Background: an optimization exercise with open tools, aiming at small area. Do not read the settings as production practice.
Function was not checked in any run shown here: the RTL went through the layout flow alone.
Power is estimated from default activity; no workload was simulated.

`flow/run.sh`:
```
#!/bin/bash
# synth_recipe.tcl (not shown) runs the flow's synth.tcl, then flattens the netlist and writes it again
# the make line also repeats each setting of config.mk as NAME=value (left out here)
make -C /OpenROAD-flow-scripts/flow DESIGN_CONFIG=/design/flow/config.mk WORK_HOME=/design/flow/orfs CLKGATE_MAP_FILE= SYNTH_SCRIPT=/design/flow/synth_recipe.tcl finish
```
`flow/config.mk`:
```
export PLATFORM = sky130hd
export DESIGN_NAME = xor_encrypt
export DESIGN_NICKNAME = xor_encrypt
export VERILOG_FILES = /design/flow/design.v
export SDC_FILE = /design/flow/constraint.sdc
export NUM_CORES = 4
export LEC_CHECK = 0
export CAP_MARGIN = 20
export CORE_MARGIN = 2
export CORE_UTILIZATION = 40
export SLEW_MARGIN = 20
export SYNTH_HIERARCHICAL = 1
export SYNTH_MINIMUM_KEEP_SIZE = 0
```
`flow/constraint.sdc`:
```
create_clock -name core_clock -period 4.0 [get_ports {clk}]
set_input_delay 0.8000 -clock core_clock [delete_from_list [all_inputs] [get_ports {clk}]]
set_output_delay 0.8000 -clock core_clock [all_outputs]
set_load 0.01 [all_outputs]
```
`flow/design.v`:
```
module xor_gate(
    input logic [7:0] A,
    input logic [7:0] B,
    output logic [7:0] Y
);
    assign Y = A^B;
endmodule
`timescale 1ns/1ps
module xor_encrypt(
        input logic clk,
        input logic valid_in,
        input logic [7:0] key,
        input logic [255:0] code,
        output logic [255:0] code_out,
        output logic valid_out
);
logic [255:0] d;    
logic [255:0] r;    
logic [7:0] p0;
logic [7:0] p1;
logic [7:0] bs2_3;
logic [7:0] p2;
logic [7:0] p3;
logic [7:0] p4;
logic [7:0] bs5_6;
logic [7:0] p5;
logic [7:0] p6;
logic [7:0] p7;
logic [7:0] bs8_9;
logic [7:0] p8;
logic [7:0] p9;
logic [7:0] p10;
logic [7:0] bs11_12;
logic [7:0] p11;
logic [7:0] p12;
logic [7:0] p13;
logic [7:0] bs14_15;
logic [7:0] p14;
logic [7:0] p15;
logic [7:0] p16;
logic [7:0] bs17_18;
logic [7:0] bs19_20;
logic [7:0] bs21_22;
logic [7:0] bs23_24;
logic [7:0] bs25_26;
logic [7:0] bs27_28;
logic [7:0] bs29_30;
logic [7:0] q17;
logic [7:0] q18;
logic [7:0] q19;
logic [7:0] q20;
logic [7:0] q21;
logic [7:0] q22;
logic [7:0] q23;
logic [7:0] q24;
logic [7:0] q25;
logic [7:0] q26;
logic [7:0] q27;
logic [7:0] q28;
logic [7:0] q29;
logic [7:0] q30;
logic [7:0] q31;
xor_gate u_p0 (.A(key), .B(code[7:0]), .Y(p0));
xor_gate u_p1 (.A(p0), .B(code[15:8]), .Y(p1));
xor_gate u_bs2_3 (.A(code[23:16]), .B(code[31:24]), .Y(bs2_3));
xor_gate u_p2 (.A(p1), .B(code[23:16]), .Y(p2));
xor_gate u_p3 (.A(p1), .B(bs2_3), .Y(p3));
xor_gate u_p4 (.A(p3), .B(code[39:32]), .Y(p4));
xor_gate u_bs5_6 (.A(code[47:40]), .B(code[55:48]), .Y(bs5_6));
xor_gate u_p5 (.A(p4), .B(code[47:40]), .Y(p5));
xor_gate u_p6 (.A(p4), .B(bs5_6), .Y(p6));
xor_gate u_p7 (.A(p6), .B(code[63:56]), .Y(p7));
xor_gate u_bs8_9 (.A(code[71:64]), .B(code[79:72]), .Y(bs8_9));
xor_gate u_p8 (.A(p7), .B(code[71:64]), .Y(p8));
xor_gate u_p9 (.A(p7), .B(bs8_9), .Y(p9));
xor_gate u_p10 (.A(p9), .B(code[87:80]), .Y(p10));
xor_gate u_bs11_12 (.A(code[95:88]), .B(code[103:96]), .Y(bs11_12));
xor_gate u_p11 (.A(p10), .B(code[95:88]), .Y(p11));
xor_gate u_p12 (.A(p10), .B(bs11_12), .Y(p12));
xor_gate u_p13 (.A(p12), .B(code[111:104]), .Y(p13));
xor_gate u_bs14_15 (.A(code[119:112]), .B(code[127:120]), .Y(bs14_15));
xor_gate u_p14 (.A(p13), .B(code[119:112]), .Y(p14));
xor_gate u_p15 (.A(p13), .B(bs14_15), .Y(p15));
xor_gate u_p16 (.A(p15), .B(code[135:128]), .Y(p16));
xor_gate u_bs17_18 (.A(code[143:136]), .B(code[151:144]), .Y(bs17_18));
xor_gate u_bs19_20 (.A(code[159:152]), .B(code[167:160]), .Y(bs19_20));
xor_gate u_bs21_22 (.A(code[175:168]), .B(code[183:176]), .Y(bs21_22));
xor_gate u_bs23_24 (.A(code[191:184]), .B(code[199:192]), .Y(bs23_24));
xor_gate u_bs25_26 (.A(code[207:200]), .B(code[215:208]), .Y(bs25_26));
xor_gate u_bs27_28 (.A(code[223:216]), .B(code[231:224]), .Y(bs27_28));
xor_gate u_bs29_30 (.A(code[239:232]), .B(code[247:240]), .Y(bs29_30));
xor_gate u_q17 (.A(r[135:128]), .B(r[143:136]), .Y(q17));
xor_gate u_q18 (.A(r[135:128]), .B(r[151:144]), .Y(q18));
xor_gate u_q19 (.A(q18), .B(r[159:152]), .Y(q19));
xor_gate u_q20 (.A(q18), .B(r[167:160]), .Y(q20));
xor_gate u_q21 (.A(q20), .B(r[175:168]), .Y(q21));
xor_gate u_q22 (.A(q20), .B(r[183:176]), .Y(q22));
xor_gate u_q23 (.A(q22), .B(r[191:184]), .Y(q23));
xor_gate u_q24 (.A(q22), .B(r[199:192]), .Y(q24));
xor_gate u_q25 (.A(q24), .B(r[207:200]), .Y(q25));
xor_gate u_q26 (.A(q24), .B(r[215:208]), .Y(q26));
xor_gate u_q27 (.A(q26), .B(r[223:216]), .Y(q27));
xor_gate u_q28 (.A(q26), .B(r[231:224]), .Y(q28));
xor_gate u_q29 (.A(q28), .B(r[239:232]), .Y(q29));
xor_gate u_q30 (.A(q28), .B(r[247:240]), .Y(q30));
xor_gate u_q31 (.A(q30), .B(r[255:248]), .Y(q31));
assign d[7:0] = p0;
assign d[15:8] = p1;
assign d[23:16] = p2;
assign d[31:24] = p3;
assign d[39:32] = p4;
assign d[47:40] = p5;
assign d[55:48] = p6;
assign d[63:56] = p7;
assign d[71:64] = p8;
assign d[79:72] = p9;
assign d[87:80] = p10;
assign d[95:88] = p11;
assign d[103:96] = p12;
assign d[111:104] = p13;
assign d[119:112] = p14;
assign d[127:120] = p15;
assign d[135:128] = p16;
assign d[143:136] = code[143:136];
assign d[151:144] = bs17_18;
assign d[159:152] = code[159:152];
assign d[167:160] = bs19_20;
assign d[175:168] = code[175:168];
assign d[183:176] = bs21_22;
assign d[191:184] = code[191:184];
assign d[199:192] = bs23_24;
assign d[207:200] = code[207:200];
assign d[215:208] = bs25_26;
assign d[223:216] = code[223:216];
assign d[231:224] = bs27_28;
assign d[239:232] = code[239:232];
assign d[247:240] = bs29_30;
assign d[255:248] = code[255:248];
always_ff @(posedge clk) begin
    valid_out <= valid_in;
end
always_ff @(posedge clk) begin
    if (valid_in) r <= d;
end
assign code_out[7:0] = r[7:0];
assign code_out[15:8] = r[15:8];
assign code_out[23:16] = r[23:16];
assign code_out[31:24] = r[31:24];
assign code_out[39:32] = r[39:32];
assign code_out[47:40] = r[47:40];
assign code_out[55:48] = r[55:48];
assign code_out[63:56] = r[63:56];
assign code_out[71:64] = r[71:64];
assign code_out[79:72] = r[79:72];
assign code_out[87:80] = r[87:80];
assign code_out[95:88] = r[95:88];
assign code_out[103:96] = r[103:96];
assign code_out[111:104] = r[111:104];
assign code_out[119:112] = r[119:112];
assign code_out[127:120] = r[127:120];
assign code_out[135:128] = r[135:128];
assign code_out[143:136] = q17;
assign code_out[151:144] = q18;
assign code_out[159:152] = q19;
assign code_out[167:160] = q20;
assign code_out[175:168] = q21;
assign code_out[183:176] = q22;
assign code_out[191:184] = q23;
assign code_out[199:192] = q24;
assign code_out[207:200] = q25;
assign code_out[215:208] = q26;
assign code_out[223:216] = q27;
assign code_out[231:224] = q28;
assign code_out[239:232] = q29;
assign code_out[247:240] = q30;
assign code_out[255:248] = q31;
endmodule
```
==> run summary, run 1 <==
Outcome = no timing/DRC/antenna violations
Fmax achieved = 258.0 MHz
Detailed placement HPWL = 26500 um
CP Max Fanout = 3
Most numerous cell in the Yosys netlist = xor2_1
Most frequent CP cell = xor2_1
Synth area leaders = edfxtp_1, xor2_1, buf_4, dfxtp_1
I/O Buffers = 522
Area leader, netlist = edfxtp_1
Remaining antenna violation count after routing = 0
Leak = 7.575 nW
GP Congestion = 0.8339
CTS buffer count = 29
Pre-CTS worst setup slack = -0.6229 ns
Worst IR drop on VDD = 0.3453 mV
CTS tree = built
Final period util = 96.92%
Clock Sinks = 257
Worst slew margin = 60.47%
H-tree depth = 1
Critical Path Slowest Stage Cell = clkdlybuf4s50_1
Avg Cell Area, Syn = 15.85 sq um
CP Capture Type = flop
Mux contribution to synthesized area = 0%
Power Dens Cells = 768.8 mW/mm^2
Count of final setup violators = 0
Largest family of logic cells by synthesized area = XOR/XNOR gates
Ys async rst share = 0%
CP startpoint kind = primary input
Crit path kind = primary input to flop
Nets = 1600
RSZ-0062 raised after global routing = true
Core area = 0.02886 sq mm
Routed WL per cell = 19.31 um
Maximum root-to-sink buffer count = 3
DRC Markers = 0
Post-synth top flop = edfxtp_1
Total GRT Usage = 20.95%
Gate Count Post-Synth = 745
Area grow syn2layout = 62.80%
Root cell of the clock tree = clkbuf_16
Most common library cells after synthesis = xor2_1, edfxtp_1, buf_4
Post-DP Area = 0.01728 sq mm
CTS clk-pin slew, worst paths = 0.06 ns
Fin. max-slew vios = 0
Crit-path max cell delay = 0.47 ns
Hold buffers post-CTS = 0
Die Height = 175.8 um
Io pins = 523
Final worst setup slack = 0.1233 ns
Vias per inst = 4.227
Initial cell density of the core = 40.93%
Initial drt markers = 352
CP arrival = 4.16 ns
Post-synthesis simple-gate area fraction = 0%
Share of cells above drive strength 1 = 20.13%
Post-synthesis sequential area ratio = 65.25%
Die X = 175.8 um
Worst slew pin tran = 0.5930 ns
Compound-gate portion of the synthesized area = 0%
Vias in the first global route = 7645
Ys Warns = 7
Post-synthesis adder-cell area fraction = 0%
Crit-path cells = clkdlybuf4s50_1 -> xor2_1 -> xor2_1 -> xor2_1 -> xor2_1 -> buf_4 -> xor2_1 -> xor2_1 -> xor2_1 -> xor2_1 -> buf_4 -> xor2_2 -> xor2_2 -> xor2_2 -> xor2_1
Synth Cell Area = 0.01181 sq mm
First-pass GRT wire length = 47320 um
Antenna violations before repair = 3
Finished Cell Area = 0.01923 sq mm
Critical path required time = 4.28 ns
Min-Delay Path Class = primary input to flop
Routed vias = 7367
Cell row count = 62
Grt ovf = 0
FF+latch count, synth = 257
Synth Area in XOR/XNOR = 26.10%
Die area = 0.03092 sq mm
Pin count of the biggest net entering global routing = 82
Drt first pass iters = 4
Max cap viols = 0
Period minus WS final = 3.877 ns
Distinct cells, synth = 4
Syn nets = 1011
WL final = 33650 um
Number of flops mapped to enable cells by yosys = 256
Share of the synthesized area in the top cell type = 65.08%
Final hold violations = 0
-- per-layer routing --
layer | wire, um | global-route usage, % | vias up
met5 | 0 | 0 | -
met4 | 871 | 6.267 | 0
met3 | 3302 | 7.554 | 45
met2 | 18400 | 40.29 | 295
met1 | 11080 | 20.91 | 3495
li1 | - | - | 3532
-- registers in the layout, indices dropped and copies added, names as in the netlist --
register	count
r	256
valid_out	1
-- cells by family after synthesis --
| kind of cell | Yosys count |
|---|---|
| DFF | 257 |
| xor gates and xnor gates | 352 |
| buffers and inverters | 136 |
-- modules after synthesis, one instance, submodules excluded --
module / flops+latches / cells / copies in the design
xor_encrypt: 257 / 393 / 1
xor_gate: 0 / 8 / 44
-- placed cells by master (no fill, tap or decap) --
master	n
dlymetal6s2s_1	14
clkbuf_2	1
xor2_2	53
buf_8	1
xor2_1	293
clkbuf_16	29
clkinv_1	7
buf_4	170
edfxtp_1	256
dfxtp_1	1
clkdlybuf4s50_1	492
diode_2	3
clkbuf_1	6
bufinv_16	2
clkinv_2	9
clkdlybuf4s15_1	1
xor2_4	6
dlygate4sd2_1	13
buf_12	2
-- worst max-delay path: cells and delay by family --
family	cells	cell delay (ns)
buf+inv	3	0.78
xor+xnor	12	2.57
-- what timing repair did --
action | CTS | global route
gates cloned | 0 | 0
setup buffers | 65 | 31
resized for setup | 33 | 40
pin swaps | 47 | 78
endpoints found under the setup margin | 30 | 41
-- final timing paths --
kind                  depth (start not counted)  slack [ns]      from        end
worst min-delay path                          1        0.63  valid_in  valid_out
worst max-delay path                         15        0.12    key[4]     r[132]
-- cell type report --
type / instances / area, sq um
clock inverters: 18 / 131.4
diodes: 3 / 7.507
clock buffers: 35 / 748.2
multi-input cells: 352 / 3593
well taps: 384 / 480.5
fillers: 2176 / 9629
flip-flops and latches: 257 / 7707
repair buffers: 694 / 6560
-- stage by stage --
| step | TNS [ns] | hold slack (ns) | total power, mW | instances | utilization (%) |
|---|---|---|---|---|---|
| 2_1_floorplan | 0 | 0.8277 | 7.204 | 745 | - |
| 3_3_place_gp | -5.805 | 1.207 | 11.25 | 1591 | 59.87 |
| 3_5_place_dp | -8.676 | 1.207 | 11.29 | 1591 | 59.87 |
| 4_1_cts | 0 | 0.6389 | 14.60 | 1709 | 65.07 |
| 5_1_grt | -0.3833 | 0.6403 | 15.52 | 1741 | 66.61 |
| 6_report | 0 | 0.6262 | 14.78 | 1743 | 66.63 |
-- report_power, final --
group,total [mW],switching [mW],internal (mW)
Clock,2.49,1.04,1.45
Sequential,3.99,0.217,3.77
Combinational,8.31,3.53,4.78
Total,14.8,4.79,10.0
==> inputs of run 2 (changes only) <==
--- a/flow/config.mk
+++ b/flow/config.mk
@@ -8,6 +8,9 @@
 export CAP_MARGIN = 20
 export CORE_MARGIN = 2
 export CORE_UTILIZATION = 40
+export CTS_BUF_LIST = sky130_fd_sc_hd__clkbuf_8
+export CTS_CLUSTER_DIAMETER = 100
+export CTS_CLUSTER_SIZE = 16
 export SLEW_MARGIN = 20
 export SYNTH_HIERARCHICAL = 1
 export SYNTH_MINIMUM_KEEP_SIZE = 0
==> run 2 against run 1 <==
Compared with the run above: still clean on timing, DRC and antenna; design area is 3.2% lower; cell count is 1.4% lower; area after synthesis did not move; worst hold slack lost 0.0044 ns; die area unchanged; routed wire length decreased by 0.60%; non-clock buffer count fell by 1; global-route usage is 0.093 points lower; core utilization is 2.1 points lower; via count fell by 0.88%; sequential cell count unchanged; sequential share of layout area increased by 1.3 points; largest cell class unchanged.
==> run summary, run 2 <==
CP Max Fanout = 2
Leak = 7.264 nW
Min Hold Slack = 0.6218 ns
Area of the multi-input gates = 0.003586 sq mm
Total GRT Usage = 20.86%
Delay-heaviest family, CP = XOR/XNOR gates
Share of cells above drive strength 1 = 19.38%
Die area = 0.03092 sq mm
Die X = 175.8 um
Regs by FF count = r (256), valid_out (1)
Io pins = 523
Area grow syn2layout = 57.66%
Share of the synthesized area in the top cell type = 65.08%
H-tree depth = 1
Nets = 1590
Die Height = 175.8 um
Hold path startpoint = valid_in
FF+latch count, synth = 257
Post-synthesis sequential area ratio = 65.25%
Area leader, netlist = edfxtp_1
Worst IR drop on VDD = 0.3213 mV
CTS buffer count = 20
Maximum root-to-sink buffer count = 3
CTS clk-pin slew, worst paths = 0.10 ns
Distinct cells, synth = 4
Pin count of the biggest net entering global routing = 82
Most flops, register = r
Outcome = no timing/DRC/antenna violations
Crit-path max cell delay = 0.53 ns
Layout filler cell count = 2258
Detailed placement HPWL = 26500 um
Buffers and inverters on the worst path = 2
Routed vias = 7302
Final hold violations = 0
CP arrival = 3.05 ns
Pre-CTS worst setup slack = -0.6229 ns
RSZ-0062 raised after global routing = true
Met1 usage = 20.71%
DRC Markers = 0
Vias in the first global route = 7580
Min-Delay Path Class = primary input to flop
Gr busiest metal = met2
First-pass GRT wire length = 47110 um
Cell row count = 62
Max cap viols = 0
Final worst setup slack = 0.1535 ns
Max reg flops = 256
Fin. max-slew vios = 0
GR met2 Demand/Resource = 40.29%
Power Dens Cells = 731.1 mW/mm^2
Ys Warns = 7
Register area = 0.007707 sq mm
Number of flops mapped to enable cells by yosys = 256
Grt ovf = 0
Post-synth top flop = edfxtp_1
Crit path kind = flop to output port
CP startpoint kind = flop
Synth Cell Area = 0.01181 sq mm
CTS tree = built
Avg Cell Area, Syn = 15.85 sq um
Drt first pass iters = 4
Final period util = 96.16%
Initial cell density of the core = 40.93%
Routed WL per cell = 19.47 um
Ys async rst share = 0%
Count of final setup violators = 0
Synth area leaders = edfxtp_1, xor2_1, buf_4, dfxtp_1
Met3 GRT Util = 7.749%
Remaining antenna violation count after routing = 0
Initial drt markers = 274
GP Congestion = 0.8339
Critical path required time = 3.20 ns
CP Launch Point = r[130]
Worst slew pin tran = 0.5933 ns
Most frequent cells in the layout = clkdlybuf4s50_1, xor2_1, edfxtp_1, buf_4, xor2_2
Root cell of the clock tree = clkbuf_8
Most common library cells after synthesis = xor2_1, edfxtp_1, buf_4
Worst slew margin = 60.45%
Crit-path cells = xor2_2 -> xor2_2 -> xor2_2 -> xor2_2 -> xor2_2 -> xor2_2 -> buf_4 -> clkdlybuf4s50_1
Antenna violations before repair = 4
Hold buffers post-CTS = 0
Vias per inst = 4.250
Clock Sinks = 257
Core area = 0.02886 sq mm
Fmax achieved = 260.0 MHz
Syn nets = 1011
I/O Buffers = 522
Most frequent CP cell = xor2_2
Gate Count Post-Synth = 745
Most numerous cell in the Yosys netlist = xor2_1
Critical Path Slowest Stage Cell = clkdlybuf4s50_1
Post-DP Area = 0.01728 sq mm
Period minus WS final = 3.847 ns
CP Capture Type = output port
WL final = 33450 um
Most common cell after layout, fill and taps aside = clkdlybuf4s50_1
Finished Cell Area = 0.01862 sq mm
## run 2: cell counts after synthesis
Identical to the previous run, type by type.
## run 2: layer usage
| metal | wire length [um] | vias to the layer above |
|---|---|---|
| li1 | - | 3489 |
| met1 | 11060 | 3466 |
| met2 | 18280 | 300 |
| met3 | 3314 | 45 |
| met4 | 791 | 2 |
| met5 | 13 | - |
## run 2: worst paths after layout
path	endpoint	slack (ns)	cells after the start
setup / recovery	code_out[226]	0.15	8
hold / removal	valid_out	0.62	1
## run 2: modules after synthesis, one instance, submodules excluded
module       copies in the design  cell area, sq um  cells inside
xor_gate                       44             70.07             8
xor_encrypt                     1              8728           393
## run 2: what timing repair did
action                                  in CTS  in global routing
setup buffers                               68                 27
pin swaps                                   45                 56
endpoints found under the setup margin      34                 42
gates resized for setup                     42                 42
## run 2: power breakdown
part           total, mW  internal (mW)  switching, mW
logic               8.28           4.75           3.53
registers           3.98           3.76          0.215
clock network       1.36          0.492          0.870
total               13.6           9.01           4.61
## run 2: final cells by class
type / count / share of cell area [%]
Timing Repair Buffer: 693 / 34.95
Antenna cell: 3 / 0.04031
Clock inverter: 8 / 0.2284
Tap cell: 384 / 2.580
Clock buffer: 21 / 1.552
Multi-Input combinational cell: 352 / 19.26
Sequential cell: 257 / 41.39
## run 2: logic make-up (layout without fill, tap and decap cells)
logic type             after synthesis  after routing  synth area share, %
flip-flops                         257            257                65.25
other                                0              3                    0
XOR/XNOR                           352            352                26.10
buffers and inverters              136            722                8.644
## run 2: through the flow
step / util (%) / total power, mW / instances / TNS, ns
floorplan: - / 7.204 / 745 / 0
global placement: 59.87 / 11.25 / 1591 / -5.805
detailed placement: 59.87 / 11.29 / 1591 / -8.676
CTS: 63.20 / 13.46 / 1688 / 0
global route: 64.51 / 14.34 / 1716 / -0.1726
finish: 64.53 / 13.61 / 1718 / 0
==> inputs of run 3 (changes only) <==
--- a/flow/design.v
+++ b/flow/design.v
@@ -39,14 +39,14 @@
 logic [7:0] p15;
 logic [7:0] p16;
 logic [7:0] bs17_18;
+logic [7:0] p17;
+logic [7:0] p18;
 logic [7:0] bs19_20;
 logic [7:0] bs21_22;
 logic [7:0] bs23_24;
 logic [7:0] bs25_26;
 logic [7:0] bs27_28;
 logic [7:0] bs29_30;
-logic [7:0] q17;
-logic [7:0] q18;
 logic [7:0] q19;
 logic [7:0] q20;
 logic [7:0] q21;
@@ -83,16 +83,16 @@
 xor_gate u_p15 (.A(p13), .B(bs14_15), .Y(p15));
 xor_gate u_p16 (.A(p15), .B(code[135:128]), .Y(p16));
 xor_gate u_bs17_18 (.A(code[143:136]), .B(code[151:144]), .Y(bs17_18));
+xor_gate u_p17 (.A(p16), .B(code[143:136]), .Y(p17));
+xor_gate u_p18 (.A(p16), .B(bs17_18), .Y(p18));
 xor_gate u_bs19_20 (.A(code[159:152]), .B(code[167:160]), .Y(bs19_20));
 xor_gate u_bs21_22 (.A(code[175:168]), .B(code[183:176]), .Y(bs21_22));
 xor_gate u_bs23_24 (.A(code[191:184]), .B(code[199:192]), .Y(bs23_24));
 xor_gate u_bs25_26 (.A(code[207:200]), .B(code[215:208]), .Y(bs25_26));
 xor_gate u_bs27_28 (.A(code[223:216]), .B(code[231:224]), .Y(bs27_28));
 xor_gate u_bs29_30 (.A(code[239:232]), .B(code[247:240]), .Y(bs29_30));
-xor_gate u_q17 (.A(r[135:128]), .B(r[143:136]), .Y(q17));
-xor_gate u_q18 (.A(r[135:128]), .B(r[151:144]), .Y(q18));
-xor_gate u_q19 (.A(q18), .B(r[159:152]), .Y(q19));
-xor_gate u_q20 (.A(q18), .B(r[167:160]), .Y(q20));
+xor_gate u_q19 (.A(r[151:144]), .B(r[159:152]), .Y(q19));
+xor_gate u_q20 (.A(r[151:144]), .B(r[167:160]), .Y(q20));
 xor_gate u_q21 (.A(q20), .B(r[175:168]), .Y(q21));
 xor_gate u_q22 (.A(q20), .B(r[183:176]), .Y(q22));
 xor_gate u_q23 (.A(q22), .B(r[191:184]), .Y(q23));
@@ -121,8 +121,8 @@
 assign d[119:112] = p14;
 assign d[127:120] = p15;
 assign d[135:128] = p16;
-assign d[143:136] = code[143:136];
-assign d[151:144] = bs17_18;
+assign d[143:136] = p17;
+assign d[151:144] = p18;
 assign d[159:152] = code[159:152];
 assign d[167:160] = bs19_20;
 assign d[175:168] = code[175:168];
@@ -159,8 +159,8 @@
 assign code_out[119:112] = r[119:112];
 assign code_out[127:120] = r[127:120];
 assign code_out[135:128] = r[135:128];
-assign code_out[143:136] = q17;
-assign code_out[151:144] = q18;
+assign code_out[143:136] = r[143:136];
+assign code_out[151:144] = r[151:144];
 assign code_out[159:152] = q19;
 assign code_out[167:160] = q20;
 assign code_out[175:168] = q21;
--- a/flow/config.mk
+++ b/flow/config.mk
@@ -8,9 +8,6 @@
 export CAP_MARGIN = 20
 export CORE_MARGIN = 2
 export CORE_UTILIZATION = 40
-export CTS_BUF_LIST = sky130_fd_sc_hd__clkbuf_8
-export CTS_CLUSTER_DIAMETER = 100
-export CTS_CLUSTER_SIZE = 16
 export SLEW_MARGIN = 20
 export SYNTH_HIERARCHICAL = 1
 export SYNTH_MINIMUM_KEEP_SIZE = 0
==> run 3 against run 2 <==
Compared with the run above: design area is 4.5% higher; largest cell class unchanged; sequential cell count unchanged; sequential power up 4%; first-iteration DRC count grew 6.6%; clock power rose by 83%; via count rose by 1.7%; routed wire length decreased by 0.95%; die area grew 0.99%; global-route usage decreased by 0.82 points; still clean; fmax fell by 1.5%; combinational power decreased by 3.5%; sequential share of layout area is 1.8 points lower.
==> run summary, run 3 <==
CTS tree = built
Leak = 7.758 nW
Pre-CTS worst setup slack = -0.9556 ns
Most frequent CP cell = xor2_2
Fin. max-slew vios = 0
Total negative slack = 0 ns
Layout filler cell count = 2200
Fmax achieved = 256.0 MHz
Most frequent cells in the layout = clkdlybuf4s50_1, xor2_1, edfxtp_1, buf_4, xor2_2
Nets = 1611
Grt ovf = 0
Hold Path Depth = 2
Outcome = no timing/DRC/antenna violations
CP startpoint kind = flop
Critical path required time = 3.20 ns
Hold Crit Endpoint = r[1]
Die Height = 176.7 um
Min-Delay Path Class = primary input to flop
Ys async rst share = 0%
WL final = 33130 um
Initial cell density of the core = 40.47%
Routed WL per cell = 18.81 um
Post-synth top flop = edfxtp_1
GP Congestion = 0.8048
Core area = 0.02948 sq mm
Fin cells = 1761
Detailed placement HPWL = 25710 um
Placed insts = 1594
Clock Sinks = 257
Hold path startpoint = key[1]
Regs by FF count = r (256), valid_out (1)
Distinct cells, synth = 4
CTS clk-pin slew, worst paths = 0.06 ns
Period minus WS final = 3.906 ns
RSZ-0062 raised after global routing = true
Area leader, netlist = edfxtp_1
Share of cells above drive strength 1 = 22.38%
FF+latch count, synth = 257
Crit-path cells = xor2_2 -> xor2_2 -> xor2_2 -> xor2_2 -> xor2_2 -> buf_4 -> buf_4 -> xor2_1 -> clkdlybuf4s50_1
Critical Path Slowest Stage Cell = clkdlybuf4s50_1
Cell row count = 63
I/O Buffers = 522
Most common cell after layout, fill and taps aside = clkdlybuf4s50_1
Max cap viols = 0
DRC Markers = 0
Drt first pass iters = 4
Most numerous cell in the Yosys netlist = xor2_1
Final worst setup slack = 0.09401 ns
Die area = 0.03123 sq mm
Total GRT Usage = 20.04%
Gate Count Post-Synth = 761
Io pins = 523
Antenna violations before repair = 5
Most common library cells after synthesis = xor2_1, edfxtp_1, buf_4
Maximum root-to-sink buffer count = 3
Power Dens Cells = 750.8 mW/mm^2
Count of final setup violators = 0
Final hold violations = 0
Vias in the first global route = 7583
Worst IR drop on VDD = 0.3950 mV
Most flops, register = r
Crit-path max cell delay = 0.56 ns
Syn nets = 1027
Hold buffers post-CTS = 0
Pin count of the biggest net entering global routing = 81
Worst slew pin tran = 0.6015 ns
Root cell of the clock tree = clkbuf_16
Share of the synthesized area in the top cell type = 64.43%
Synth area leaders = edfxtp_1, xor2_1, buf_4, dfxtp_1
CP arrival = 3.11 ns
Number of flops mapped to enable cells by yosys = 256
Final period util = 97.65%
Remaining antenna violation count after routing = 0
CP Capture Type = output port
Vias per inst = 4.217
Worst slew margin = 59.90%
Crit path kind = flop to output port
Die X = 176.7 um
Area grow syn2layout = 63.02%
Routed vias = 7427
First-pass GRT wire length = 45800 um
Post-synthesis sequential area ratio = 64.60%
CTS buffer count = 28
Ys Warns = 7
Max reg flops = 256
H-tree depth = 1
Synth Cell Area = 0.01193 sq mm
Initial drt markers = 292
CP Max Fanout = 3
Avg Cell Area, Syn = 15.68 sq um
[run 3: cell types whose count changed after synthesis, sizes merged]
| cell | change |
|---|---|
| buf | +16 |
[run 3: per-layer routing]
metal / track usage, % / part of all wire (%) / vias up
met5: 0 / 0.072 / -
met3: 8.741 / 11 / 39
met2: 39.44 / 56 / 317
li1: - / - / 3531
met4: 5.303 / 2.1 / 4
met1: 18.45 / 31 / 3536
[run 3: stage by stage]
step | total power, mW | utilization, % | hold slack, ns | cell area (sq um)
2_1_floorplan | 7.207 | - | 0.8277 | 11990
3_3_place_gp | 10.86 | 58.10 | 1.321 | 17130
3_5_place_dp | 10.91 | 58.10 | 1.322 | 17130
4_1_cts | 14.22 | 63.55 | 0.7399 | 18740
5_1_grt | 15.33 | 65.97 | 0.6395 | 19450
6_report | 14.60 | 65.98 | 0.6523 | 19450
[run 3: per-module statistics from Yosys, one instance, submodules excluded]
module	flops+latches	area, sq um
xor_encrypt	257	8848
xor_gate	0	70.07
[run 3: logic make-up after synthesis]
family	Yosys count	share of synthesized area, %
XOR/XNOR	352	25.84
buffers and inverters	152	9.564
flip-flops	257	64.60
[run 3: critical path, delay by kind of cell, from the launching register on]
kind                      cells  cell delay, ns
DFF                           1            0.42
buffers and inverters         3            0.80
xor gates and xnor gates      6            1.36
[run 3: what timing repair did]
action,4_1_cts,5_1_grt
pin swaps,101,133
endpoints found under the setup margin,49,45
gates resized for setup,41,82
buffers inserted,68,45
[run 3: cell type report]
type	instances	area, sq um	area share, %
Clock inverter	10	68.82	0.3538
Clock buffer	42	824.5	4.239
Sequential cell	257	7707	39.62
Tap cell	390	488.0	2.509
Antenna cell	4	10.01	0.05146
Multi-Input combinational cell	352	3699	19.01
Timing Repair Buffer	706	6654	34.21
[run 3: power by group]
part	leakage [nW]	total (mW)	switching [mW]	internal (mW)
clock	0.440	2.49	1.02	1.48
sequential	2.51	4.12	0.232	3.89
combinational	4.80	7.99	3.35	4.63
total	7.76	14.6	4.60	10.0
[run 3: worst max-delay path by stage]
stage | from | depth (start not counted) | endpoint
finish | r[160] | 9 | code_out[232]
global route | code[25] | 14 | r[145]
CTS | code[7] | 15 | r[151]
detailed placement | key[1] | 14 | r[137]
global placement | code[1] | 14 | r[137]
floorplan | code[0] | 13 | r[136]
==> inputs of run 4 (changes only) <==
==> flow/flow/run.sh (new file) <==
#!/bin/bash
# Own layout flow: the standard flow (standard synthesis unchanged), with the port
# buffers that global placement inserts on every input and output made the smallest
# buffer, sky130_fd_sc_hd__buf_1, instead of the default pick. Everything else is as in
# the standard flow. make's full output goes to flow_make.log in this folder; ORFS
# writes each step's log under orfs/logs/.
set -euo pipefail
export BUFFER_PORTS_ARGS="-buffer_cell sky130_fd_sc_hd__buf_1"
bash standard.sh finish > flow_make.log 2>&1
test -f out/final.def
==> flow/standard.sh (new file) <==
#!/bin/bash
# synth_recipe.tcl (not shown) runs the flow's synth.tcl, then flattens the netlist and writes it again
# the make line also repeats each setting of config.mk as NAME=value (left out here)
make -C /OpenROAD-flow-scripts/flow DESIGN_CONFIG=/design/flow/config.mk WORK_HOME=/design/flow/orfs CLKGATE_MAP_FILE= SYNTH_SCRIPT=/design/flow/synth_recipe.tcl "${@:-finish}"
removed: flow/run.sh
==> run 4 against run 3 <==
Compared with the run above: clock power up 11%; sequential share of layout area up 10 points; sequential power about the same; still clean; core utilization down 14 points; critical path type unchanged; area after synthesis unchanged; via count down 5.6%; fmax up 3.8%; worst hold slack worse by 0.22 ns; routed wire length down 14%.
==> run summary, run 4 <==
Outcome = no timing/DRC/antenna violations
Period minus WS final = 3.763 ns
DRC Markers = 0
Ys Warns = 7
Distinct cells, synth = 4
Flop pwr share = 35.2%
Ys async rst share = 0%
Fmax achieved = 265.7 MHz
Sw power = 4.322 mW
Die X = 176.7 um
Root cell of the clock tree = clkbuf_16
Max reg flops = 256
Fin. max-slew vios = 0
Crit-path max cell delay = 0.45 ns
Critical path required time = 3.20 ns
Leak = 5.605 nW
Clock Sinks = 257
Most common cell after layout, fill and taps aside = buf_1
Initial drt markers = 305
Die Height = 176.7 um
Cell row count = 63
Crit-path cells = xor2_2 -> xor2_2 -> xor2_2 -> xor2_1 -> xor2_1 -> buf_4 -> xor2_1 -> xor2_1 -> buf_1
Most common library cells after synthesis = xor2_1, edfxtp_1, buf_4
Share of the synthesized area in the top cell type = 64.43%
Area grow syn2layout = 29.01%
Remaining antenna violation count after routing = 0
I/O Buffers = 522
Core area = 0.02948 sq mm
Final period util = 94.08%
Min-Delay Path Class = primary input to flop
CP arrival = 2.96 ns
Total negative slack = 0 ns
Hold Crit Endpoint = r[251]
Pre-CTS worst setup slack = -0.7284 ns
Cell Int Power = 7.467 mW
Total GRT Usage = 17.06%
Share of cells above drive strength 1 = 15.15%
Syn nets = 1027
Maximum root-to-sink buffer count = 3
H-tree depth = 1
Most frequent CP cell = xor2_1
Crit path kind = flop to output port
Most flops, register = r
Final hold violations = 0
Drt first pass iters = 4
Avg Cell Area, Syn = 15.68 sq um
Count of final setup violators = 0
FF+latch count, synth = 257
Number of flops mapped to enable cells by yosys = 256
Post-synthesis sequential area ratio = 64.60%
Antenna violations before repair = 3
Worst IR drop on VDD = 0.5042 mV
Nets = 1503
WL final = 28640 um
Io pins = 523
Hold path startpoint = code[251]
CTS clk-pin slew, worst paths = 0.06 ns
Area leader, netlist = edfxtp_1
Synth Cell Area = 0.01193 sq mm
Post-synth top flop = edfxtp_1
CTS buffer count = 30
Pin count of the biggest net entering global routing = 89
Grt ovf = 0
Most frequent cells in the layout = buf_1, xor2_1, edfxtp_1, buf_4, xor2_2
Layout filler cell count = 2654
Gate Count Post-Synth = 761
CP Capture Type = output port
Min Hold Slack = 0.4284 ns
CP startpoint kind = flop
Vias in the first global route = 7050
CP Max Fanout = 3
Regs by FF count = r (256), valid_out (1)
Final worst setup slack = 0.2367 ns
Power share of the clock group = 23.5%
Vias per inst = 4.245
Routed vias = 7013
Power Dens Cells = 765.9 mW/mm^2
Switch share = 36.66%
Hold Path Depth = 1
GP Congestion = 0.8031
Routed WL per cell = 17.34 um
Max cap viols = 0
Comb pwr share = 41.3%
Total Power = 11.79 mW
CTS tree = built
Finished Core Util = 52.21%
Buffers and inverters on the worst path = 2
Worst slew margin = 53.71%
Delay-heaviest family, CP = XOR/XNOR gates
Detailed placement HPWL = 22400 um
Synth area leaders = edfxtp_1, xor2_1, buf_4, dfxtp_1
First-pass GRT wire length = 39930 um
Initial cell density of the core = 40.47%
Most numerous cell in the Yosys netlist = xor2_1
Critical Path Slowest Stage Cell = edfxtp_1
Die area = 0.03123 sq mm
Worst slew pin tran = 0.6944 ns
## run 4: layout make-up
type | instances | area, sq um | area share (%)
clock inverter | 14 | 148.9 | 0.9673
timing repair buffer | 596 | 2544 | 16.53
clock buffer | 42 | 867.1 | 5.633
tap | 390 | 488.0 | 3.170
sequential | 257 | 7707 | 50.07
antenna | 1 | 2.502 | 0.01626
multi-input combinational | 352 | 3635 | 23.61
## run 4: logic make-up after synthesis
| logic type | count (synthesis) | synth area share, % |
|---|---|---|
| XOR/XNOR | 352 | 25.84 |
| buffers and inverters | 152 | 9.564 |
| flip-flops | 257 | 64.60 |
## run 4: how the worst max path moves through the flow
stage                  from       endpoint  cells after the start
floorplan           code[0]         r[136]                     13
global placement    code[3]         r[139]                     14
detailed placement  code[3]         r[147]                     14
CTS                  r[150]  code_out[254]                      9
global route         key[1]         r[137]                     14
finish               r[150]  code_out[254]                      9
## run 4: stage by stage
step                instance area (sq um)  cells
finish                              15390   1652
CTS                                 14920   1636
global route                        15390   1652
detailed placement                  13720   1574
global placement                    13720   1574
floorplan                           11990    761
## run 4: layer usage
layer  up-vias  track usage, %  wire [um]
met5         -               0         24
met3        57           6.443       2863
met4         4           6.233        899
met1      3313           17.09       9550
li1       3309               -          -
met2       330           31.93      15300
## run 4: Yosys stat by module, one instance, submodules excluded
module,cells inside,flip-flops and latches
xor_encrypt,409,257
xor_gate,8,0
## run 4: timing repair
item | CTS | global route
pin swaps | 10 | 40
gates resized for setup | 18 | 46
hold buffers | 0 | 0
setup buffers | 6 | 15
endpoints found under the setup margin | 14 | 28
## run 4: power groups by stage
| stage | clock, mW | sequential (mW) | combinational, mW |
|---|---|---|---|
| 2_1_floorplan | 0 | 4.10 | 3.10 |
| 5_1_grt | 2.96 | 4.22 | 5.33 |
| 3_3_place_gp | 0 | 4.17 | 4.41 |
| 6_report | 2.77 | 4.15 | 4.87 |
| 3_5_place_dp | 0 | 4.19 | 4.45 |
| 4_1_cts | 2.84 | 4.16 | 4.60 |
==> inputs of run 5 (changes only) <==
--- a/flow/design.v
+++ b/flow/design.v
@@ -39,14 +39,14 @@
 logic [7:0] p15;
 logic [7:0] p16;
 logic [7:0] bs17_18;
-logic [7:0] p17;
-logic [7:0] p18;
 logic [7:0] bs19_20;
 logic [7:0] bs21_22;
 logic [7:0] bs23_24;
 logic [7:0] bs25_26;
 logic [7:0] bs27_28;
 logic [7:0] bs29_30;
+logic [7:0] q17;
+logic [7:0] q18;
 logic [7:0] q19;
 logic [7:0] q20;
 logic [7:0] q21;
@@ -83,16 +83,16 @@
 xor_gate u_p15 (.A(p13), .B(bs14_15), .Y(p15));
 xor_gate u_p16 (.A(p15), .B(code[135:128]), .Y(p16));
 xor_gate u_bs17_18 (.A(code[143:136]), .B(code[151:144]), .Y(bs17_18));
-xor_gate u_p17 (.A(p16), .B(code[143:136]), .Y(p17));
-xor_gate u_p18 (.A(p16), .B(bs17_18), .Y(p18));
 xor_gate u_bs19_20 (.A(code[159:152]), .B(code[167:160]), .Y(bs19_20));
 xor_gate u_bs21_22 (.A(code[175:168]), .B(code[183:176]), .Y(bs21_22));
 xor_gate u_bs23_24 (.A(code[191:184]), .B(code[199:192]), .Y(bs23_24));
 xor_gate u_bs25_26 (.A(code[207:200]), .B(code[215:208]), .Y(bs25_26));
 xor_gate u_bs27_28 (.A(code[223:216]), .B(code[231:224]), .Y(bs27_28));
 xor_gate u_bs29_30 (.A(code[239:232]), .B(code[247:240]), .Y(bs29_30));
-xor_gate u_q19 (.A(r[151:144]), .B(r[159:152]), .Y(q19));
-xor_gate u_q20 (.A(r[151:144]), .B(r[167:160]), .Y(q20));
+xor_gate u_q17 (.A(r[135:128]), .B(r[143:136]), .Y(q17));
+xor_gate u_q18 (.A(r[135:128]), .B(r[151:144]), .Y(q18));
+xor_gate u_q19 (.A(q18), .B(r[159:152]), .Y(q19));
+xor_gate u_q20 (.A(q18), .B(r[167:160]), .Y(q20));
 xor_gate u_q21 (.A(q20), .B(r[175:168]), .Y(q21));
 xor_gate u_q22 (.A(q20), .B(r[183:176]), .Y(q22));
 xor_gate u_q23 (.A(q22), .B(r[191:184]), .Y(q23));
@@ -121,8 +121,8 @@
 assign d[119:112] = p14;
 assign d[127:120] = p15;
 assign d[135:128] = p16;
-assign d[143:136] = p17;
-assign d[151:144] = p18;
+assign d[143:136] = code[143:136];
+assign d[151:144] = bs17_18;
 assign d[159:152] = code[159:152];
 assign d[167:160] = bs19_20;
 assign d[175:168] = code[175:168];
@@ -159,8 +159,8 @@
 assign code_out[119:112] = r[119:112];
 assign code_out[127:120] = r[127:120];
 assign code_out[135:128] = r[135:128];
-assign code_out[143:136] = r[143:136];
-assign code_out[151:144] = r[151:144];
+assign code_out[143:136] = q17;
+assign code_out[151:144] = q18;
 assign code_out[159:152] = q19;
 assign code_out[167:160] = q20;
 assign code_out[175:168] = q21;
==> run 5 against run 4 <==
Compared with the run above: die area down 0.98%; sequential cell count stayed put; area after synthesis shrank 1.0%; synthesized cell count down 2.1%; routed wire length increased by 1.0%; count of clock-buffer cells in the layout fell by 7; non-clock buffer count grew 22; first-iteration DRC count increased by 4.3%; highest routed layer is now met4; sequential power down 3%; largest power group unchanged.
==> run summary, run 5 <==
Outcome = no timing/DRC/antenna violations
Leak = 5.663 nW
Clock Sinks = 257
Post-synthesis sequential area ratio = 65.25%
Power Dens Cells = 788.8 mW/mm^2
Remaining antenna violation count after routing = 0
H-tree depth = 1
Hold Crit Endpoint = r[255]
Vias in the first global route = 7158
Fin. max-slew vios = 0
Most common cell after layout, fill and taps aside = buf_1
Area leader, netlist = edfxtp_1
Vias per inst = 4.247
Drt first pass iters = 6
Final hold violations = 0
Most flops, register = r
Flop pwr share = 33.1%
Antenna violations before repair = 1
Min-Delay Path Class = primary input to flop
Area grow syn2layout = 30.22%
Power share of the clock group = 22.3%
Share of the synthesized area in the top cell type = 65.08%
Cell Int Power = 7.623 mW
Worst IR drop on VDD = 0.3271 mV
FF+latch count, synth = 257
Comb pwr share = 44.6%
Worst slew margin = 45.08%
Period minus WS final = 3.887 ns
Finished Core Util = 53.30%
Io pins = 523
GP Congestion = 0.8216
CTS buffer count = 30
Hold buffers post-CTS = 0
Fmax achieved = 257.3 MHz
Distinct cells, synth = 4
CP startpoint kind = flop
Maximum root-to-sink buffer count = 3
Total GRT Usage = 17.43%
DRC Markers = 0
Post-synth top flop = edfxtp_1
Initial drt markers = 318
Die area = 0.03092 sq mm
WL final = 28930 um
Fin cells = 1665
Max reg flops = 256
Core area = 0.02886 sq mm
Crit path kind = flop to output port
Most common library cells after synthesis = xor2_1, edfxtp_1, buf_4
Final period util = 97.18%
Ys Warns = 7
CTS tree = built
Pin count of the biggest net entering global routing = 50
Number of flops mapped to enable cells by yosys = 256
CTS clk-pin slew, worst paths = 0.06 ns
CP Capture Type = output port
CP arrival = 3.09 ns
CP Max Fanout = 3
Detailed placement HPWL = 22670 um
Most numerous cell in the Yosys netlist = xor2_1
Regs by FF count = r (256), valid_out (1)
Switch share = 37.17%
Ys async rst share = 0%
Layout filler cell count = 2555
Sw power = 4.509 mW
Routed vias = 7071
Die X = 175.8 um
Routed WL per cell = 17.38 um
Hold path startpoint = code[255]
Hold Path Depth = 1
Initial cell density of the core = 40.93%
Max cap viols = 0
Count of final setup violators = 0
Synth Cell Area = 0.01181 sq mm
Critical path required time = 3.20 ns
Die Height = 175.8 um
Pre-CTS worst setup slack = -0.2086 ns
Share of cells above drive strength 1 = 14.45%
I/O Buffers = 522
Gate Count Post-Synth = 745
Placed insts = 1569
Worst slew pin tran = 0.8237 ns
First-pass GRT wire length = 40590 um
Synth area leaders = edfxtp_1, xor2_1, buf_4, dfxtp_1
Grt ovf = 0
Final worst setup slack = 0.1128 ns
Avg Cell Area, Syn = 15.85 sq um
Syn nets = 1011
Cell row count = 62
Nets = 1525
Total Power = 12.13 mW
Root cell of the clock tree = clkbuf_16
Most frequent cells in the layout = buf_1, xor2_1, edfxtp_1, buf_4, xor2_2
==> run 5: cell count changes in the layout (fill, tap and decap cells not counted), moves of 2 or more <==
cell      previous run  this run
clkbuf_1             6         4
xor2_1             283       303
xor2_2              66        47
buf_4               72        91
clkinv_1             3        10
clkbuf_8             5         0
buf_12               2         5
clkinv_2             6         3
==> run 5: layout make-up <==
type | instances | area (sq um) | share of cell area, %
Antenna cell | 1 | 2.502 | 0.01627
Clock buffer | 35 | 790.8 | 5.141
Clock inverter | 18 | 180.2 | 1.171
Multi-Input combinational cell | 352 | 3473 | 22.58
Sequential cell | 257 | 7707 | 50.11
Tap cell | 384 | 480.5 | 3.124
Timing Repair Buffer | 618 | 2746 | 17.86
==> run 5: kinds of logic (layout without fill, tap and decap cells) <==
kind of cell	after synthesis	count (layout)	share of synthesized area (%)
xor gates and xnor gates	352	352	26.10
other	0	1	0
buffers and inverters	136	671	8.644
DFF	257	257	65.25
==> run 5: power groups by stage <==
| stage | Combinational, mW | Clock (mW) | Sequential (mW) |
|---|---|---|---|
| floorplan | 3.22 | 0 | 3.98 |
| global placement | 4.79 | 0 | 4.04 |
| detailed placement | 4.82 | 0 | 4.06 |
| CTS | 5.09 | 2.77 | 4.03 |
| global route | 5.86 | 2.87 | 4.07 |
| finish | 5.41 | 2.70 | 4.01 |
==> run 5: how the worst max path moves through the flow <==
stage | from | end | slack [ns] | cells after the start
3_3_place_gp | key[4] | r[132] | -0.1 | 13
6_report | r[133] | code_out[253] | 0.11 | 9
5_1_grt | r[133] | code_out[253] | -0.06 | 9
4_1_cts | r[128] | code_out[248] | -0.03 | 9
3_5_place_dp | key[4] | r[132] | -0.21 | 13
2_1_floorplan | r[128] | code_out[248] | 0.07 | 8
==> run 5: metal layers <==
layer	share of wire, %	routed length, um	vias to the layer above	track usage (%)
met3	9.1	2622	41	5.952
li1	-	-	3373	-
met4	2.0	584	0	4.580
met1	35	10080	3367	18.24
met5	0	0	-	0
met2	54	15640	290	33.12
==> run 5: what timing repair did <==
action,in CTS,in global routing
buffers inserted,15,27
endpoints found under the setup margin,18,12
resized for setup,18,9
pin swaps,15,30
cloned,0,0
==> run 5: worst max-delay path: stages (launching register included) <==
cell,delay [ns]
edfxtp_1,0.50
xor2_2,0.27
xor2_2,0.29
xor2_2,0.24
xor2_2,0.23
xor2_2,0.23
xor2_2,0.28
xor2_2,0.20
xor2_1,0.15
buf_1,0.16
==> run 5: modules after synthesis (local to each module, per instance) <==
module,flip-flops and latches,cell area (sq um)
xor_gate,0,70.07
xor_encrypt,257,8728
==> run 5: through the flow <==
step                      area, sq um  hold slack [ns]  TNS [ns]
after floorplan                 11990           0.8277         0
after global placement          13880           0.9667  -0.09850
after detailed placement        13880           0.9705   -0.5928
after CTS                       15100           0.3939  -0.02780
after global routing            15380           0.4047   -0.1005
final                           15380           0.4253         0
==> inputs of run 6 (changes only) <==
--- a/flow/design.v
+++ b/flow/design.v
@@ -17,36 +17,38 @@
 logic [255:0] d;    
 logic [255:0] r;    
 logic [7:0] p0;
+logic [7:0] bs1_2;
 logic [7:0] p1;
-logic [7:0] bs2_3;
 logic [7:0] p2;
 logic [7:0] p3;
+logic [7:0] bs4_5;
 logic [7:0] p4;
-logic [7:0] bs5_6;
 logic [7:0] p5;
+logic [7:0] bs6_7;
 logic [7:0] p6;
 logic [7:0] p7;
 logic [7:0] bs8_9;
 logic [7:0] p8;
 logic [7:0] p9;
+logic [7:0] bs10_11;
 logic [7:0] p10;
-logic [7:0] bs11_12;
 logic [7:0] p11;
+logic [7:0] bs12_13;
 logic [7:0] p12;
 logic [7:0] p13;
 logic [7:0] bs14_15;
 logic [7:0] p14;
 logic [7:0] p15;
+logic [7:0] bs16_17;
 logic [7:0] p16;
-logic [7:0] bs17_18;
+logic [7:0] p17;
+logic [7:0] p18;
 logic [7:0] bs19_20;
 logic [7:0] bs21_22;
 logic [7:0] bs23_24;
 logic [7:0] bs25_26;
 logic [7:0] bs27_28;
 logic [7:0] bs29_30;
-logic [7:0] q17;
-logic [7:0] q18;
 logic [7:0] q19;
 logic [7:0] q20;
 logic [7:0] q21;
@@ -61,38 +63,40 @@
 logic [7:0] q30;
 logic [7:0] q31;
 xor_gate u_p0 (.A(key), .B(code[7:0]), .Y(p0));
+xor_gate u_bs1_2 (.A(code[15:8]), .B(code[23:16]), .Y(bs1_2));
 xor_gate u_p1 (.A(p0), .B(code[15:8]), .Y(p1));
-xor_gate u_bs2_3 (.A(code[23:16]), .B(code[31:24]), .Y(bs2_3));
-xor_gate u_p2 (.A(p1), .B(code[23:16]), .Y(p2));
-xor_gate u_p3 (.A(p1), .B(bs2_3), .Y(p3));
+xor_gate u_p2 (.A(p0), .B(bs1_2), .Y(p2));
+xor_gate u_p3 (.A(p2), .B(code[31:24]), .Y(p3));
+xor_gate u_bs4_5 (.A(code[39:32]), .B(code[47:40]), .Y(bs4_5));
 xor_gate u_p4 (.A(p3), .B(code[39:32]), .Y(p4));
-xor_gate u_bs5_6 (.A(code[47:40]), .B(code[55:48]), .Y(bs5_6));
-xor_gate u_p5 (.A(p4), .B(code[47:40]), .Y(p5));
-xor_gate u_p6 (.A(p4), .B(bs5_6), .Y(p6));
-xor_gate u_p7 (.A(p6), .B(code[63:56]), .Y(p7));
+xor_gate u_p5 (.A(p3), .B(bs4_5), .Y(p5));
+xor_gate u_bs6_7 (.A(code[55:48]), .B(code[63:56]), .Y(bs6_7));
+xor_gate u_p6 (.A(p5), .B(code[55:48]), .Y(p6));
+xor_gate u_p7 (.A(p5), .B(bs6_7), .Y(p7));
 xor_gate u_bs8_9 (.A(code[71:64]), .B(code[79:72]), .Y(bs8_9));
 xor_gate u_p8 (.A(p7), .B(code[71:64]), .Y(p8));
 xor_gate u_p9 (.A(p7), .B(bs8_9), .Y(p9));
+xor_gate u_bs10_11 (.A(code[87:80]), .B(code[95:88]), .Y(bs10_11));
 xor_gate u_p10 (.A(p9), .B(code[87:80]), .Y(p10));
-xor_gate u_bs11_12 (.A(code[95:88]), .B(code[103:96]), .Y(bs11_12));
-xor_gate u_p11 (.A(p10), .B(code[95:88]), .Y(p11));
-xor_gate u_p12 (.A(p10), .B(bs11_12), .Y(p12));
-xor_gate u_p13 (.A(p12), .B(code[111:104]), .Y(p13));
+xor_gate u_p11 (.A(p9), .B(bs10_11), .Y(p11));
+xor_gate u_bs12_13 (.A(code[103:96]), .B(code[111:104]), .Y(bs12_13));
+xor_gate u_p12 (.A(p11), .B(code[103:96]), .Y(p12));
+xor_gate u_p13 (.A(p11), .B(bs12_13), .Y(p13));
 xor_gate u_bs14_15 (.A(code[119:112]), .B(code[127:120]), .Y(bs14_15));
 xor_gate u_p14 (.A(p13), .B(code[119:112]), .Y(p14));
 xor_gate u_p15 (.A(p13), .B(bs14_15), .Y(p15));
+xor_gate u_bs16_17 (.A(code[135:128]), .B(code[143:136]), .Y(bs16_17));
 xor_gate u_p16 (.A(p15), .B(code[135:128]), .Y(p16));
-xor_gate u_bs17_18 (.A(code[143:136]), .B(code[151:144]), .Y(bs17_18));
+xor_gate u_p17 (.A(p15), .B(bs16_17), .Y(p17));
+xor_gate u_p18 (.A(p17), .B(code[151:144]), .Y(p18));
 xor_gate u_bs19_20 (.A(code[159:152]), .B(code[167:160]), .Y(bs19_20));
 xor_gate u_bs21_22 (.A(code[175:168]), .B(code[183:176]), .Y(bs21_22));
 xor_gate u_bs23_24 (.A(code[191:184]), .B(code[199:192]), .Y(bs23_24));
 xor_gate u_bs25_26 (.A(code[207:200]), .B(code[215:208]), .Y(bs25_26));
 xor_gate u_bs27_28 (.A(code[223:216]), .B(code[231:224]), .Y(bs27_28));
 xor_gate u_bs29_30 (.A(code[239:232]), .B(code[247:240]), .Y(bs29_30));
-xor_gate u_q17 (.A(r[135:128]), .B(r[143:136]), .Y(q17));
-xor_gate u_q18 (.A(r[135:128]), .B(r[151:144]), .Y(q18));
-xor_gate u_q19 (.A(q18), .B(r[159:152]), .Y(q19));
-xor_gate u_q20 (.A(q18), .B(r[167:160]), .Y(q20));
+xor_gate u_q19 (.A(r[151:144]), .B(r[159:152]), .Y(q19));
+xor_gate u_q20 (.A(r[151:144]), .B(r[167:160]), .Y(q20));
 xor_gate u_q21 (.A(q20), .B(r[175:168]), .Y(q21));
 xor_gate u_q22 (.A(q20), .B(r[183:176]), .Y(q22));
 xor_gate u_q23 (.A(q22), .B(r[191:184]), .Y(q23));
@@ -121,8 +125,8 @@
 assign d[119:112] = p14;
 assign d[127:120] = p15;
 assign d[135:128] = p16;
-assign d[143:136] = code[143:136];
-assign d[151:144] = bs17_18;
+assign d[143:136] = p17;
+assign d[151:144] = p18;
 assign d[159:152] = code[159:152];
 assign d[167:160] = bs19_20;
 assign d[175:168] = code[175:168];
@@ -159,8 +163,8 @@
 assign code_out[119:112] = r[119:112];
 assign code_out[127:120] = r[127:120];
 assign code_out[135:128] = r[135:128];
-assign code_out[143:136] = q17;
-assign code_out[151:144] = q18;
+assign code_out[143:136] = r[143:136];
+assign code_out[151:144] = r[151:144];
 assign code_out[159:152] = q19;
 assign code_out[167:160] = q20;
 assign code_out[175:168] = q21;
==> run 6 against run 5 <==
Compared with the run above: sequential share of layout area increased by 0.92 points; global-route usage decreased by 0.50 points; critical path depth decreased by 1; cell count decreased by 0.66%; non-clock buffer count decreased by 34; synthesized cell count increased by 4.3%; setup slack improved by 0.062 ns; count of clock-buffer cells in the layout decreased by 3; highest routed layer unchanged.
==> run summary, run 6 <==
FF+latch count, synth = 257
WL final = 28900 um
Fin cells = 1654
Fin. max-slew vios = 0
Power Dens Cells = 756.9 mW/mm^2
Synth Cell Area = 0.01207 sq mm
Worst slew pin tran = 0.7917 ns
Most common cell after layout, fill and taps aside = buf_1
Die X = 177.7 um
First-pass GRT wire length = 39600 um
Ys Warns = 7
Drt first pass iters = 4
Root cell of the clock tree = clkbuf_16
Detailed placement HPWL = 23030 um
Routed vias = 6954
Outcome = no timing/DRC/antenna violations
I/O Buffers = 522
GR met2 Demand/Resource = 31.38%
Post-synth top flop = edfxtp_1
Gate Count Post-Synth = 777
Period minus WS final = 3.825 ns
Vias in the first global route = 6933
CP Launch Point = r[148]
Regs by FF count = r (256), valid_out (1)
Distinct cells, synth = 4
CTS clk-pin slew, worst paths = 0.06 ns
Number of flops mapped to enable cells by yosys = 256
Register area = 0.007707 sq mm
Syn nets = 1043
H-tree depth = 1
Placed insts = 1589
Critical path required time = 3.20 ns
CTS buffer count = 29
Post-synthesis sequential area ratio = 63.85%
DRC Markers = 0
CTS tree = built
Finished Core Util = 50.82%
Most numerous cell in the Yosys netlist = xor2_1
CP Capture Type = output port
Vias per inst = 4.204
Post-DP Area = 0.01382 sq mm
Area grow syn2layout = 25.11%
Ys async rst share = 0%
Share of the synthesized area in the top cell type = 63.68%
Min Hold Slack = 0.4190 ns
Min-Delay Path Class = primary input to flop
Crit-path max cell delay = 0.52 ns
Leak = 5.503 nW
Worst slew margin = 47.22%
Met1 usage = 17.68%
Share of cells above drive strength 1 = 11.48%
Area leader, netlist = edfxtp_1
Most common library cells after synthesis = xor2_1, edfxtp_1, buf_4
Total Power = 11.43 mW
Max reg flops = 256
Final period util = 95.64%
Nets = 1506
CP startpoint kind = flop
Fmax achieved = 261.4 MHz
Avg Cell Area, Syn = 15.54 sq um
Cell row count = 63
Gr busiest metal = met2
Most frequent CP cell = xor2_2
Synth area leaders = edfxtp_1, xor2_1, buf_4, dfxtp_1
Worst IR drop on VDD = 0.3861 mV
Initial drt markers = 295
Layout filler cell count = 2684
Area of the multi-input gates = 0.003512 sq mm
Count of final setup violators = 0
Most frequent cells in the layout = buf_1, xor2_1, edfxtp_1, buf_4, xor2_2
Initial cell density of the core = 40.62%
CP Max Fanout = 3
CP arrival = 3.03 ns
Finished Cell Area = 0.01510 sq mm
Critical Path Slowest Stage Cell = edfxtp_1
Most flops, register = r
Crit path kind = flop to output port
GP Congestion = 0.8090
Die Height = 177.7 um
Buffers and inverters on the worst path = 1
Grt ovf = 0
Met3 GRT Util = 5.741%
Crit-path cells = xor2_4 -> xor2_2 -> xor2_2 -> xor2_2 -> xor2_2 -> xor2_1 -> xor2_1 -> buf_1
Total GRT Usage = 16.93%
Final hold violations = 0
Pin count of the biggest net entering global routing = 57
Max cap viols = 0
Clock Sinks = 257
Die area = 0.03158 sq mm
Maximum root-to-sink buffer count = 3
Io pins = 523
Delay-heaviest family, CP = XOR/XNOR gates
Routed WL per cell = 17.47 um
Hold path startpoint = code[252]
Remaining antenna violation count after routing = 0
Antenna violations before repair = 0
Core area = 0.02972 sq mm
==> run 6: changes by cell type after synthesis <==
cell,before,now
buf_4,136,152
xor2_1,352,368
==> run 6: power breakdown <==
group          internal (mW)  switching, mW  leakage [nW]
Clock                   1.46           1.09         0.428
Combinational           1.79           2.92          2.56
Sequential              3.89          0.278          2.51
Total                   7.14           4.29          5.50
==> run 6: cell type report <==
| type | count | area share [%] |
|---|---|---|
| Antenna cell | 1 | 0.01657 |
| Clock buffer | 32 | 4.879 |
| Clock inverter | 22 | 1.176 |
| Multi-Input combinational cell | 368 | 23.25 |
| Sequential cell | 257 | 51.03 |
| Tap cell | 390 | 3.231 |
| Timing Repair Buffer | 584 | 16.41 |
==> run 6: cell families after synthesis <==
group / share of synthesized area, %
xor+xnor: 26.70
buf+inv: 9.453
flops: 63.85
==> run 6: final timing paths <==
check | cells after the start | endpoint | slack, ns
setup / recovery | 8 | code_out[252] | 0.17
hold / removal | 1 | r[252] | 0.42
==> run 6: per-stage QoR <==
stage / worst slack (ns) / TNS (ns)
finish: 0.1746 / 0
global route: -0.01530 / -0.01738
CTS: 0.004768 / 0
detailed placement: -0.06661 / -0.06661
global placement: 0.03980 / 0
floorplan: 0.2340 / 0
==> run 6: modules after synthesis (local to each module, per instance) <==
module | cell area, sq um | flops+latches
xor_encrypt | 8848 | 257
xor_gate | 70.07 | 0
==> run 6: timing repair <==
| action | in CTS | in global routing |
|---|---|---|
| hold buffers | 0 | 0 |
| gates resized for setup | 21 | 17 |
| setup endpoints to repair | 13 | 9 |
| pin swaps | 4 | 5 |
| buffers inserted | 4 | 6 |
==> run 6: per-layer routing <==
metal,wire (um),vias to the layer above
met4,898,0
met5,0,-
met2,15260,306
met1,10020,3238
li1,-,3360
met3,2715,50

-- afterwards: timing with drivers on the ports --
In the flow no input, the clock included, has a driving cell. The finished layouts below were timed again as built, in two steps. Step 1 (the two cells are an assumption about what drives the block):
set clk [get_ports {clk}]
set_driving_cell -lib_cell sky130_fd_sc_hd__clkbuf_16 $clk
set_driving_cell -lib_cell sky130_fd_sc_hd__buf_2 [delete_from_list [all_inputs] $clk]
Step 2 times the ports against the registers' clock, not the clock port: input delays grow and output delays shrink by t, the midpoint of the rising clock arrivals with the driver on. Three values: ideal, step 1, step 2; two values: the first two.
| run | shift t [ns] | setup WS [ns] | worst setup path at the end | slew at the worst register clock pin (ns) |
|---|---|---|---|---|
| run 1 | 0.575 | 0.123 / 0.074 / -0.426 | input to register | 0.06 / 0.06 |
| run 2 | 0.576 | 0.153 / 0.107 / -0.341 | input to register | 0.11 / 0.11 |
| run 3 | 0.573 | 0.094 / 0.045 / -0.444 | input to register | 0.06 / 0.06 |
| run 4 | 0.583 | 0.237 / 0.188 / -0.315 | input to register | 0.06 / 0.06 |
| run 5 | 0.584 | 0.113 / 0.065 / -0.256 | input to register | 0.06 / 0.06 |
| run 6 | 0.588 | 0.175 / 0.126 / -0.015 | input to register | 0.07 / 0.07 |
Met with ideal ports but missed after step 2: setup timing in every run listed. The setup slack of run 4, which loses most, moves by -0.049 ns with the drivers and by -0.552 ns with both steps.
